From an optimization exercise on the open Yosys and OpenROAD flow, aimed at small area; shortcuts taken in it are not production practice. In this exercise RTL edits were held to simulation tests only and were not proved equivalent to the original. No activity file was given, so power comes from the tool's default toggle rates.

## flow/design.v (module list and top-level ports; edited modules follow where they fit)
// module tictactoe_vga: 3977 lines
module tictactoe_vga(clk, btnCpuReset, btnC, btnR, btnL, btnU, btnD, HS, VS, vgaR, vgaG, vgaB);
  // ...
==> flow/run.sh <==
#!/bin/bash
# synth_recipe.tcl (not shown) runs the flow's synth.tcl, then flattens the netlist and writes it again
# the make line also repeats each setting of config.mk as NAME=value (left out here)
make -C /OpenROAD-flow-scripts/flow DESIGN_CONFIG=/design/flow/config.mk WORK_HOME=/design/flow/orfs CLKGATE_MAP_FILE= SYNTH_SCRIPT=/design/flow/synth_recipe.tcl finish
==> flow/config.mk <==
export PLATFORM = sky130hd
export DESIGN_NAME = tictactoe_vga
export DESIGN_NICKNAME = tictactoe_vga
export VERILOG_FILES = /design/flow/design.v
export SDC_FILE = /design/flow/constraint.sdc
export NUM_CORES = 4
export LEC_CHECK = 0
export ABC_AREA = 1
export CAP_MARGIN = 20
export CORE_MARGIN = 2
export CORE_UTILIZATION = 40
export CTS_BUF_LIST = sky130_fd_sc_hd__clkbuf_8
export SLEW_MARGIN = 20
export SYNTH_MEMORY_MAX_BITS = 1048576
==> flow/constraint.sdc <==
create_clock -name core_clock -period 10.0 [get_ports {clk}]
set_input_delay 2.0000 -clock core_clock [delete_from_list [all_inputs] [get_ports {clk}]]
set_output_delay 2.0000 -clock core_clock [all_outputs]
set_load 0.01 [all_outputs]
==> impl_metrics.env, run 1 <==
export IMPL_status="no timing/DRC/antenna violations"
export IMPL_drive_above_1_share_pct=8.32
export IMPL_clk_latency_ns=0.46
export IMPL_wire_per_inst_um=13.3
export IMPL_grt_pass1_vias=6132
export IMPL_synth_seq_cells=171
export IMPL_cellPowerDensity_nw_per_um2=137
export IMPL_sh_seq_area_pct=44.2
export IMPL_max_slew_worst_pin_slew_ns=0.985
export IMPL_synth_top_area_cell="dfxtp_1"
export IMPL_synth_edff_count=18
export IMPL_ant_nets=0
export IMPL_grt_usage_pct=16.7
export IMPL_final_util_pct=45.1
export IMPL_crit_start="px.rb"
export IMPL_nFlopsAndLatches=171
export IMPL_finalNonFillerCells=1275
export IMPL_synth_area_leaders="dfxtp_1, dfrtp_1, nand2_1, edfxtp_1, inv_1"
export IMPL_clock_power_share_pct=40.5
export IMPL_yosysWarningCount=1
export IMPL_powerClk_uw=488
export IMPL_maxCapViolCount=0
export IMPL_dr_max_layer_used="met4"
export IMPL_pg_seq_uw=700
export IMPL_synth_ff_type="dfxtp_1"
export IMPL_synthTopCellsByCount="nand2_1, inv_1, nor2_1, dfxtp_1, nand3_1"
export IMPL_p_comb_share_pct=1.5
export IMPL_mostFrequentLayoutCells="nand2_1, inv_1, nor2_1"
==> inputs of run 2 (changes only) <==
==> flow/flow/run.sh (new file) <==
#!/bin/bash
set -euo pipefail
W=$(pwd)
R=$W/orfs/results/$FLOW_PLATFORM/tictactoe_vga/base
YOSYS=$FLOW_HOME/../tools/install/yosys/bin/yosys
[ -x "$YOSYS" ] || YOSYS=yosys

bash standard.sh synth > "$W/log_1_standard_synth.log" 2>&1

cp "$R/1_2_yosys.v" "$W/netlist_standard.v"
# ABC's dont-use list: the one the standard synthesis gave ABC
DONT=$(grep -o -- '-dont_use [^ ]*' "$W/orfs/logs/$FLOW_PLATFORM/tictactoe_vga/base/1_2_yosys.log" | sort -u | tr '\n' ' ' || true)
export REMAP_LIB=$FLOW_HOME/platforms/$FLOW_PLATFORM/lib/sky130_fd_sc_hd__tt_025C_1v80.lib
export REMAP_IN=$W/netlist_standard.v REMAP_OUT=$W/netlist_remapped.v
export REMAP_SCRIPT=$W/flow/area.abc REMAP_TOP=$FLOW_TOP REMAP_DONT="$DONT"
"$YOSYS" -c "$W/flow/remap.tcl" > "$W/log_2_remap.log" 2>&1

cp "$W/netlist_remapped.v" "$R/1_2_yosys.v"
rm -f "$R/1_synth.odb" "$R/1_synth.sdc"
bash standard.sh "BUFFER_PORTS_ARGS=-buffer_cell sky130_fd_sc_hd__buf_1" \
  "CTS_ARGS=-sink_clustering_enable -repair_clock_nets -buf_list sky130_fd_sc_hd__clkbuf_8 -dont_use_dummy_load" \
  finish > "$W/log_3_standard_layout.log" 2>&1
test -s "$W/out/final.def"
==> flow/flow/area.abc (new file) <==
strash
balance -l
resub -K 6 -l
rewrite -l
resub -K 6 -N 2 -l
refactor -l
resub -K 8 -l
balance -l
resub -K 8 -N 2 -l
rewrite -l
resub -K 10 -l
rewrite -z -l
resub -K 10 -N 2 -l
balance -l
resub -K 12 -l
refactor -z -l
resub -K 12 -N 2 -l
rewrite -z -l
balance -l
balance -l
resub -K 6 -l
rewrite -l
resub -K 6 -N 2 -l
refactor -l
resub -K 8 -l
balance -l
resub -K 8 -N 2 -l
rewrite -l
resub -K 10 -l
rewrite -z -l
resub -K 10 -N 2 -l
balance -l
resub -K 12 -l
refactor -z -l
resub -K 12 -N 2 -l
rewrite -z -l
balance -l
balance -l
resub -K 6 -l
rewrite -l
resub -K 6 -N 2 -l
refactor -l
resub -K 8 -l
balance -l
resub -K 8 -N 2 -l
rewrite -l
resub -K 10 -l
rewrite -z -l
resub -K 10 -N 2 -l
balance -l
resub -K 12 -l
refactor -z -l
resub -K 12 -N 2 -l
rewrite -z -l
balance -l
balance -l
resub -K 6 -l
rewrite -l
resub -K 6 -N 2 -l
refactor -l
resub -K 8 -l
balance -l
resub -K 8 -N 2 -l
rewrite -l
resub -K 10 -l
rewrite -z -l
resub -K 10 -N 2 -l
balance -l
resub -K 12 -l
refactor -z -l
resub -K 12 -N 2 -l
rewrite -z -l
balance -l
&get -n
&deepsyn -T 300
&dch -f
&nf -R 1000
&put
topo
stime -c
==> flow/flow/remap.tcl (new file) <==
# Re-map the combinational logic of the standard synthesis netlist for area.
# Registers (sequential cells) stay as they are: same instances, names and cell types.
yosys -import
set lib $::env(REMAP_LIB)
read_liberty -ignore_miss_func $lib
read_verilog $::env(REMAP_IN)
hierarchy -top $::env(REMAP_TOP)
set seq {sky130_fd_sc_hd__df* sky130_fd_sc_hd__edf* sky130_fd_sc_hd__sdf* sky130_fd_sc_hd__dl*}
foreach p $seq { catch { setattr -mod -set keep_hierarchy 1 $p } }
tee -o /dev/stdout stat -liberty $lib
flatten
# the flattened cells' port wires get private names, so the netlist keeps its own net names
yosys rename -hide w:_*_.*
# the registers' cell models are not needed any more: only their instances are kept
foreach p $seq { catch { blackbox $p } }
opt_clean
abc -liberty $lib -script $::env(REMAP_SCRIPT) {*}$::env(REMAP_DONT)
opt_clean
setundef -zero
hilomap -singleton -hicell sky130_fd_sc_hd__conb_1 HI -locell sky130_fd_sc_hd__conb_1 LO
insbuf -buf sky130_fd_sc_hd__buf_1 A X
splitnets
tee -o /dev/stdout stat -liberty $lib
yosys check
write_verilog -noattr $::env(REMAP_OUT)
==> flow/standard.sh (new file) <==
#!/bin/bash
# synth_recipe.tcl (not shown) runs the flow's synth.tcl, then flattens the netlist and writes it again
# the make line also repeats each setting of config.mk as NAME=value (left out here)
make -C /OpenROAD-flow-scripts/flow DESIGN_CONFIG=/design/flow/config.mk WORK_HOME=/design/flow/orfs CLKGATE_MAP_FILE= SYNTH_SCRIPT=/design/flow/synth_recipe.tcl "${@:-finish}"
--- a/flow/config.mk
+++ b/flow/config.mk
@@ -10,5 +10,4 @@
 export CORE_MARGIN = 2
 export CORE_UTILIZATION = 40
-export CTS_BUF_LIST = sky130_fd_sc_hd__clkbuf_8
 export SLEW_MARGIN = 20
 export SYNTH_MEMORY_MAX_BITS = 1048576
removed: flow/run.sh
==> run 2 against run 1 <==
  * Still clean
  * Register-to-register slack worse by 0.75 ns
  * Power is 12% lower
  * Fmax is 8.2% lower
  * Via count is 13% lower
  * Sequential power hardly changed
  * Synthesized area is 10% lower
  * Final cell count is 21% lower
  * Sequential share of layout area is 6.1 points higher
  * Design area is 12% lower
  * Hold slack worse by 0.017 ns
==> impl_metrics.env, run 2 <==
export IMPL_timing_worst_setup_path_type="flop to flop"
export IMPL_detailed_place_hpwl_um=10700
export IMPL_cts_resized_gates=0
export IMPL_grt_antenna_before_repair=0
export IMPL_cp_num_buf_inv=0
export IMPL_grt_pass1_vias=5255
export IMPL_r2r_end="px.dw"
export IMPL_r2r_cells=13
export IMPL_grt_pass1_wl_um=25700
export IMPL_die_w_um=138
export IMPL_layout_commonest_cell="nand2_1"
export IMPL_r2r_start="px.spr.py[6]"
export IMPL_mostFrequentLayoutCells="nand2_1, nor2_1, dfxtp_1"
export IMPL_path_delay_family="compound AO/OA/AOI/OAI gates"
export IMPL_post_cts_buffers=0
export IMPL_start_kind="flop"
export IMPL_rows=49
export IMPL_cp_slowest_cell="dfstp_2"
export IMPL_numPortBuffers=20
export IMPL_cts_root_buf="clkbuf_8"
export IMPL_syn_nets=762
export IMPL_crit_path_end_kind="flop"
export IMPL_htree_num_levels=4
export IMPL_regArea_sq_um=3910
export IMPL_via_per_inst=5.48
export IMPL_final_util_pct=43.7
export IMPL_status="no timing/DRC/antenna violations"
export IMPL_gp_congestion=0.927
export IMPL_clock_sinks=171
export IMPL_post_route_drc_count=0
export IMPL_hold_viol=0
export IMPL_final_nets=793
export IMPL_critPathArrivalTime_ns=4.16
export IMPL_min_to="dbL.q[1]"
export IMPL_cts_clk_slew_worst_paths_ns=0.08
export IMPL_rrSetupSlack_ns=6.22
export IMPL_wire_per_inst_um=15.0
export IMPL_ioPinCount=21
export IMPL_clockBufferDepth=2
export IMPL_finClkSkew_ns=0.0200
export IMPL_multiInputGateArea_sq_um=3190
export IMPL_yosysWarningCount=1
export IMPL_start_util_pct=40.4
export IMPL_crit_fanout=16
export IMPL_max_slew_worst_pin_slew_ns=0.884
export IMPL_tritoncts="yes"
export IMPL_cts_hold_buf=0
export IMPL_antenna_cells=0
export IMPL_core_area_sq_um=17800
export IMPL_cellPowerDensity_nw_per_um2=137
export IMPL_clk_latency_ns=0.45
export IMPL_fin_setup_tns_ns=0
export IMPL_ir_drop_mv=0.107
export IMPL_cp_cell_sequence="xnor2_1, nor2_1, and4_1, a21o_1, xnor2_1, nand2_1, nor2_1, a22oi_1, o32ai_1, a21oi_1, o22ai_1, o21ai_0, a21boi_0"
export IMPL_drive_above_1_share_pct=4.21
export IMPL_max_stage_delay_ns=0.77
export IMPL_area_delta_synth_final_pct=8.10
export IMPL_routed_wl_um=15200
export IMPL_whs_path_depth=1
export IMPL_power_leakage_nw=3.00
export IMPL_finalSetupViolCount=0
export IMPL_syn_area_sq_um=7190
export IMPL_syn_inst=755
export IMPL_grt_max_degree=59
export IMPL_drv_slew=0
export IMPL_first_pass_iters=6
export IMPL_ant_nets=0
export IMPL_cp_required_ns=10.38
export IMPL_final_period_utilization_pct=37.8
export IMPL_num_vias=5550
export IMPL_rsz0062_at_grt="false"
export IMPL_nFillCells=1759
export IMPL_hp_start="dbL.c[0]"
export IMPL_min_path_type="flop to flop"
export IMPL_min_period_ns=3.78
export IMPL_fp_dieH_um=138
export IMPL_avgSynthCellArea_sq_um=9.52
export IMPL_maxCapViolCount=0
export IMPL_cts_buffers=17
export IMPL_dr_first_iter_drc_count=369
export IMPL_fmax_ghz=0.265
export IMPL_gr_total_overflow=0
export IMPL_grt_usage_pct=16.3
export IMPL_dieArea_sq_um=19100
export IMPL_slew_headroom_pct=40.6
run 2: area by class of cell:
type | count | area share, %
sequential | 171 | 50.3
timing repair buffer | 24 | 1.37
clock buffer | 17 | 3.01
tap | 229 | 3.69
inverter | 12 | 0.580
multi-input combinational | 560 | 41.1
run 2: per-stage QoR:
| stage | setup slack [ns] | instances | cell area [sq um] | hold slack [ns] | total power [mW] |
|---|---|---|---|---|---|
| floorplan | 6.74 | 755 | 7190 | 0.353 | 0.723 |
| global placement | 6.34 | 996 | 7530 | 0.363 | 0.732 |
| detailed placement | 6.33 | 996 | 7530 | 0.362 | 0.732 |
| CTS | 6.30 | 1013 | 7770 | 0.367 | 1.08 |
| global route | 5.87 | 1013 | 7770 | 0.381 | 1.11 |
| finish | 6.22 | 1013 | 7770 | 0.363 | 1.07 |
run 2: worst reg2reg max path, cell delays in order (launching register included):
cell and delay [ns]:
dfstp_2 0.77, xnor2_1 0.35, nor2_1 0.23, and4_1 0.29, a21o_1 0.22, xnor2_1 0.39, nand2_1 0.15, nor2_1 0.31
a22oi_1 0.16, o32ai_1 0.30, a21oi_1 0.07, o22ai_1 0.19, o21ai_0 0.11, a21boi_0 0.17
run 2: how the worst max path moves through the flow:
stage / endpoint / slack, ns / start / depth (start not counted)
5_1_grt: px.dw / 5.87 / px.spr.py[6] / 13
6_report: px.dw / 6.22 / px.spr.py[6] / 13
4_1_cts: px.dw / 6.30 / px.spr.py[6] / 13
2_1_floorplan: dbR.o / 6.74 / btnR / 5
3_3_place_gp: px.dw / 6.34 / px.spr.py[6] / 13
3_5_place_dp: px.dw / 6.33 / px.spr.py[6] / 13
run 2: power by group:
part / internal, mW / switching, mW / leakage, nW
logic: 0.00391 / 0.0125 / 1.23
clock network: 0.150 / 0.201 / 0.122
registers: 0.698 / 0.00208 / 1.64
run 2: layer usage:
layer	share of wire [%]	global-route usage [%]	vias to the layer above
met5	0	0	-
met4	2.4	7.52	0
met3	5.5	3.53	37
met2	44	24.7	190
met1	48	22.4	2571
li1	-	-	2752
==> inputs of run 3 (changes only) <==
--- a/flow/flow/run.sh
+++ b/flow/flow/run.sh
@@ -13,5 +13,5 @@
 export REMAP_LIB=$FLOW_HOME/platforms/$FLOW_PLATFORM/lib/sky130_fd_sc_hd__tt_025C_1v80.lib
 export REMAP_IN=$W/netlist_standard.v REMAP_OUT=$W/netlist_remapped.v
-export REMAP_SCRIPT=$W/flow/area.abc REMAP_TOP=$FLOW_TOP REMAP_DONT="$DONT"
+export REMAP_DIR=$W/flow REMAP_WORK=$W REMAP_DEEPSYN=30 REMAP_TOP=$FLOW_TOP REMAP_DONT="$DONT"
 "$YOSYS" -c "$W/flow/remap.tcl" > "$W/log_2_remap.log" 2>&1
 
==> flow/flow/map1.abc (new file) <==
strash
&get -n
&dch -f
&nf -R 1000
&put
topo
==> flow/flow/map2.abc (new file) <==
strash
&get -n
&dch -f
&nf -R 1000 -p
&put
topo
==> flow/flow/map3.abc (new file) <==
strash
dch -f
map -a
topo
==> flow/flow/map4.abc (new file) <==
strash
&get -n
&nf -R 1000
&put
topo
==> flow/flow/map5.abc (new file) <==
strash
dch -f
amap
topo
==> flow/flow/map6.abc (new file) <==
strash
&get -n
&nf -R 1000 -F 8 -A 8
&put
topo
==> flow/flow/map7.abc (new file) <==
strash
&get -n
&dch
&nf -R 1000
&put
topo
==> flow/flow/opt.abc.in (new file) <==
strash
balance -l
resub -K 6 -l
rewrite -l
resub -K 6 -N 2 -l
refactor -l
resub -K 8 -l
balance -l
resub -K 8 -N 2 -l
rewrite -l
resub -K 10 -l
rewrite -z -l
resub -K 10 -N 2 -l
balance -l
resub -K 12 -l
refactor -z -l
resub -K 12 -N 2 -l
rewrite -z -l
balance -l
balance -l
resub -K 6 -l
rewrite -l
resub -K 6 -N 2 -l
refactor -l
resub -K 8 -l
balance -l
resub -K 8 -N 2 -l
rewrite -l
resub -K 10 -l
rewrite -z -l
resub -K 10 -N 2 -l
balance -l
resub -K 12 -l
refactor -z -l
resub -K 12 -N 2 -l
rewrite -z -l
balance -l
balance -l
resub -K 6 -l
rewrite -l
resub -K 6 -N 2 -l
refactor -l
resub -K 8 -l
balance -l
resub -K 8 -N 2 -l
rewrite -l
resub -K 10 -l
rewrite -z -l
resub -K 10 -N 2 -l
balance -l
resub -K 12 -l
refactor -z -l
resub -K 12 -N 2 -l
rewrite -z -l
balance -l
balance -l
resub -K 6 -l
rewrite -l
resub -K 6 -N 2 -l
refactor -l
resub -K 8 -l
balance -l
resub -K 8 -N 2 -l
rewrite -l
resub -K 10 -l
rewrite -z -l
resub -K 10 -N 2 -l
balance -l
resub -K 12 -l
refactor -z -l
resub -K 12 -N 2 -l
rewrite -z -l
balance -l
&get -n
&deepsyn -T $DS
&put
map
==> flow/flow/remap.tcl (replaced) <==
# Re-map the combinational logic of the standard synthesis netlist for area.
# Registers (sequential cells) stay as they are: same instances, names and cell types.
# The logic is optimised once (opt.abc, with ABC's &deepsyn), then mapped to the
# library with each of map*.abc; the smallest mapping is kept.
yosys -import
set lib $::env(REMAP_LIB)
set dir $::env(REMAP_DIR)
read_liberty -ignore_miss_func $lib
read_verilog $::env(REMAP_IN)
hierarchy -top $::env(REMAP_TOP)
set seq {sky130_fd_sc_hd__df* sky130_fd_sc_hd__edf* sky130_fd_sc_hd__sdf* sky130_fd_sc_hd__dl*}
foreach p $seq { catch { setattr -mod -set keep_hierarchy 1 $p } }
tee -o $::env(REMAP_WORK)/stat_standard.txt stat -liberty $lib
flatten
# the flattened cells' port wires get private names, so the netlist keeps its own net names
yosys rename -hide w:_*_.*
# the registers' cell models are not needed any more: only their instances are kept
foreach p $seq { catch { blackbox $p } }
opt_clean
# optimise the logic (AND/NOT gates)
set f [open $dir/opt.abc.in r]; set s [read $f]; close $f
set f [open $::env(REMAP_WORK)/opt.abc w]; puts -nonewline $f [string map [list {$DS} $::env(REMAP_DEEPSYN)] $s]; close $f
abc -g AND -script $::env(REMAP_WORK)/opt.abc
opt_clean
design -save optimised
set best_area 1e12
set best ""
foreach m [lsort [glob $dir/map*.abc]] {
  design -load optimised
  abc -liberty $lib -script $m {*}$::env(REMAP_DONT)
  opt_clean
  set sf $::env(REMAP_WORK)/stat_[file rootname [file tail $m]].txt
  tee -q -o $sf stat -liberty $lib
  set f [open $sf r]; set txt [read $f]; close $f
  regexp {Chip area for module '[^']*': ([0-9.]+)} $txt -> area
  puts "REMAP $m area $area"
  if {$area < $best_area} { set best_area $area; set best $m; design -save best }
}
puts "REMAP best $best area $best_area"
design -load best
setundef -zero
hilomap -singleton -hicell sky130_fd_sc_hd__conb_1 HI -locell sky130_fd_sc_hd__conb_1 LO
insbuf -buf sky130_fd_sc_hd__buf_1 A X
splitnets
tee -o $::env(REMAP_WORK)/stat_remapped.txt stat -liberty $lib
yosys check
write_verilog -noattr $::env(REMAP_OUT)
removed: flow/flow/area.abc
==> run 3 against run 2 <==
  * Critical endpoint is now g
  * Synthesized cell count up 1.9%
  * Critical path type unchanged
  * Hold slack better by 0.011 ns
  * Flip-flop and latch count unchanged
  * Via count up 2.7%
  * Critical path depth down 1
  * Largest cell class unchanged
  * Clock skew up 0.013 ns
  * Largest power group unchanged
  * Core utilization up 0.13 points
  * Worst setup slack worse by 0.23 ns
  * Clock-buffer cell count unchanged
  * First-iteration DRC count up 40%
==> impl_metrics.env, run 3 <==
export IMPL_crit_start="hc[4]"
export IMPL_finClkSkew_ns=0.0332
export IMPL_ir_drop_mv=0.120
export IMPL_grt_antenna_before_repair=0
export IMPL_crit_fanout=10
export IMPL_post_cts_buffers=0
export IMPL_grt_pass1_vias=5359
export IMPL_final_period_utilization_pct=40.0
export IMPL_grt_pass1_wl_um=26600
export IMPL_post_route_drc_count=0
export IMPL_max_slew_worst_pin_slew_ns=1.01
export IMPL_ioPinCount=21
export IMPL_slew_headroom_pct=32.3
export IMPL_wire_per_inst_um=15.5
export IMPL_via_per_inst=5.55
export IMPL_finalSetupViolCount=0
export IMPL_cts_clk_slew_worst_paths_ns=0.08
export IMPL_clock_sinks=171
export IMPL_syn_inst=769
export IMPL_cp_required_ns=10.36
export IMPL_cellPowerDensity_nw_per_um2=136
export IMPL_avgSynthCellArea_sq_um=9.44
export IMPL_grt_usage_pct=16.8
export IMPL_drive_above_1_share_pct=4.26
export IMPL_critPathArrivalTime_ns=4.36
export IMPL_mostFrequentLayoutCells="nand2_1, nor2_1, dfxtp_1"
export IMPL_dp_slack_ns=6.26
export IMPL_clockBufferDepth=2
export IMPL_gp_congestion=0.944
export IMPL_place_area_sq_um=7610
export IMPL_detailed_place_hpwl_um=11200
export IMPL_htree_num_levels=4
export IMPL_core_area_sq_um=17900
export IMPL_fin_setup_tns_ns=0
export IMPL_min_path_type="flop to flop"
export IMPL_hp_start="dbC.c[12]"
export IMPL_fmax_ghz=0.250
export IMPL_r2r_start="hc[4]"
export IMPL_dr_first_iter_drc_count=518
export IMPL_num_vias=5698
export IMPL_layout_commonest_cell="nand2_1"
export IMPL_fin_area_sq_um=7850
export IMPL_fp_dieH_um=139
export IMPL_start_util_pct=40.6
export IMPL_status="no timing/DRC/antenna violations"
export IMPL_antenna_cells=0
export IMPL_area_delta_synth_final_pct=8.08
export IMPL_clk_latency_ns=0.45
export IMPL_routed_wl_um=16000
export IMPL_dieArea_sq_um=19200
export IMPL_dpl_cell_count=1010
export IMPL_min_period_ns=4.00
export IMPL_timing_worst_setup_path_type="flop to flop"
export IMPL_yosysWarningCount=1
export IMPL_rows=49
export IMPL_ant_nets=0
export IMPL_first_pass_iters=5
export IMPL_rsz0062_at_grt="false"
export IMPL_tritoncts="yes"
export IMPL_hold_slack_ns=0.374
export IMPL_numPortBuffers=20
export IMPL_finalNonFillerCells=1027
export IMPL_syn_nets=776
export IMPL_final_util_pct=43.8
export IMPL_die_w_um=139
export IMPL_cts_resized_gates=0
export IMPL_gr_total_overflow=0
export IMPL_crit_path_end_kind="flop"
export IMPL_power_leakage_nw=2.99
export IMPL_grt_max_degree=59
export IMPL_hold_viol=0
export IMPL_total_power_mw=1.07
export IMPL_final_nets=807
export IMPL_drv_slew=0
export IMPL_cts_root_buf="clkbuf_8"
export IMPL_final_setup_worst_slack_ns=6.00
export IMPL_syn_area_sq_um=7260
export IMPL_start_kind="flop"
export IMPL_maxCapViolCount=0
export IMPL_cts_hold_buf=0
export IMPL_cts_buffers=17
-- run 3: final cells by class --
class | instances | area [sq um]
multi-input combinational | 573 | 3260
clock buffer | 17 | 234
inverter | 13 | 48.8
tap | 229 | 287
fill | 1772 | 10100
timing repair buffer | 24 | 106
sequential | 171 | 3910
-- run 3: path summary, 6_finish.rpt --
kind / endpoint / slack (ns) / depth (start not counted)
setup / recovery: g / 6.00 / 12
hold / removal: dbC.q[13] / 0.37 / 1
setup reg to reg: g / 6.00 / 12
hold reg to reg: dbC.q[13] / 0.37 / 1
max in group asynchronous: gm.l1.b[0] / 7.77 / 2
min in group asynchronous: px.spr.py[1] / 1.72 / 2
-- run 3: worst max-delay path, stage by stage, from the launching register on --
cell	delay, ns
dfstp_2	0.65
and2_0	0.27
and3_1	0.22
a31oi_1	0.12
nor2b_1	0.19
xnor2_1	0.24
nand2b_1	0.17
nor2_1	0.51
clkinv_1	0.24
a221oi_1	0.34
o21ai_0	0.11
a2111oi_0	0.68
a31o_1	0.21
-- run 3: report_power, final --
| part | switching [mW] | internal, mW |
|---|---|---|
| combinational | 0.0123 | 0.00390 |
| clock | 0.202 | 0.150 |
| sequential | 0.00221 | 0.698 |
| total | 0.217 | 0.853 |
-- run 3: metal layers --
layer  vias to the layer above  wire length [um]  track usage, %
met5                         -                 0               0
met4                         0               252            5.95
met3                        23               855            3.87
met2                       175              7170            25.2
met1                      2683              7670            24.1
li1                       2817                 -               -

==> re-timing with driven ports <==
No port has a modelled driver above. Below, the same layouts with a new extraction and two added sets of constraints. Step 1: set_driving_cell puts a clkbuf_16 on clk and a buf_2 on each other input, an assumption about the parent block. Step 2 adds t to the input delays and takes it off the output delays; t is the mean of the earliest and latest rising clock arrival at the registers after step 1. Input paths then give back, and output paths get back, about the clock's delay inside the block. a / b / c = ideal ports / drivers / drivers and shift; a / b = the first two.
run	t, ns	slack for setup (ns)	hold WS [ns]
run 1	0.484	6.534 / 6.499 / 6.161	0.380 / 0.380 / 0.380
run 2	0.475	6.224 / 6.224 / 6.224	0.363 / 0.363 / 0.363
run 3	0.470	5.998 / 5.998 / 5.998	0.374 / 0.374 / 0.374
After both steps setup and hold are still met in every run listed. The setup slack of run 1, which loses most, moves by -0.035 ns with the drivers and by -0.373 ns with both steps.
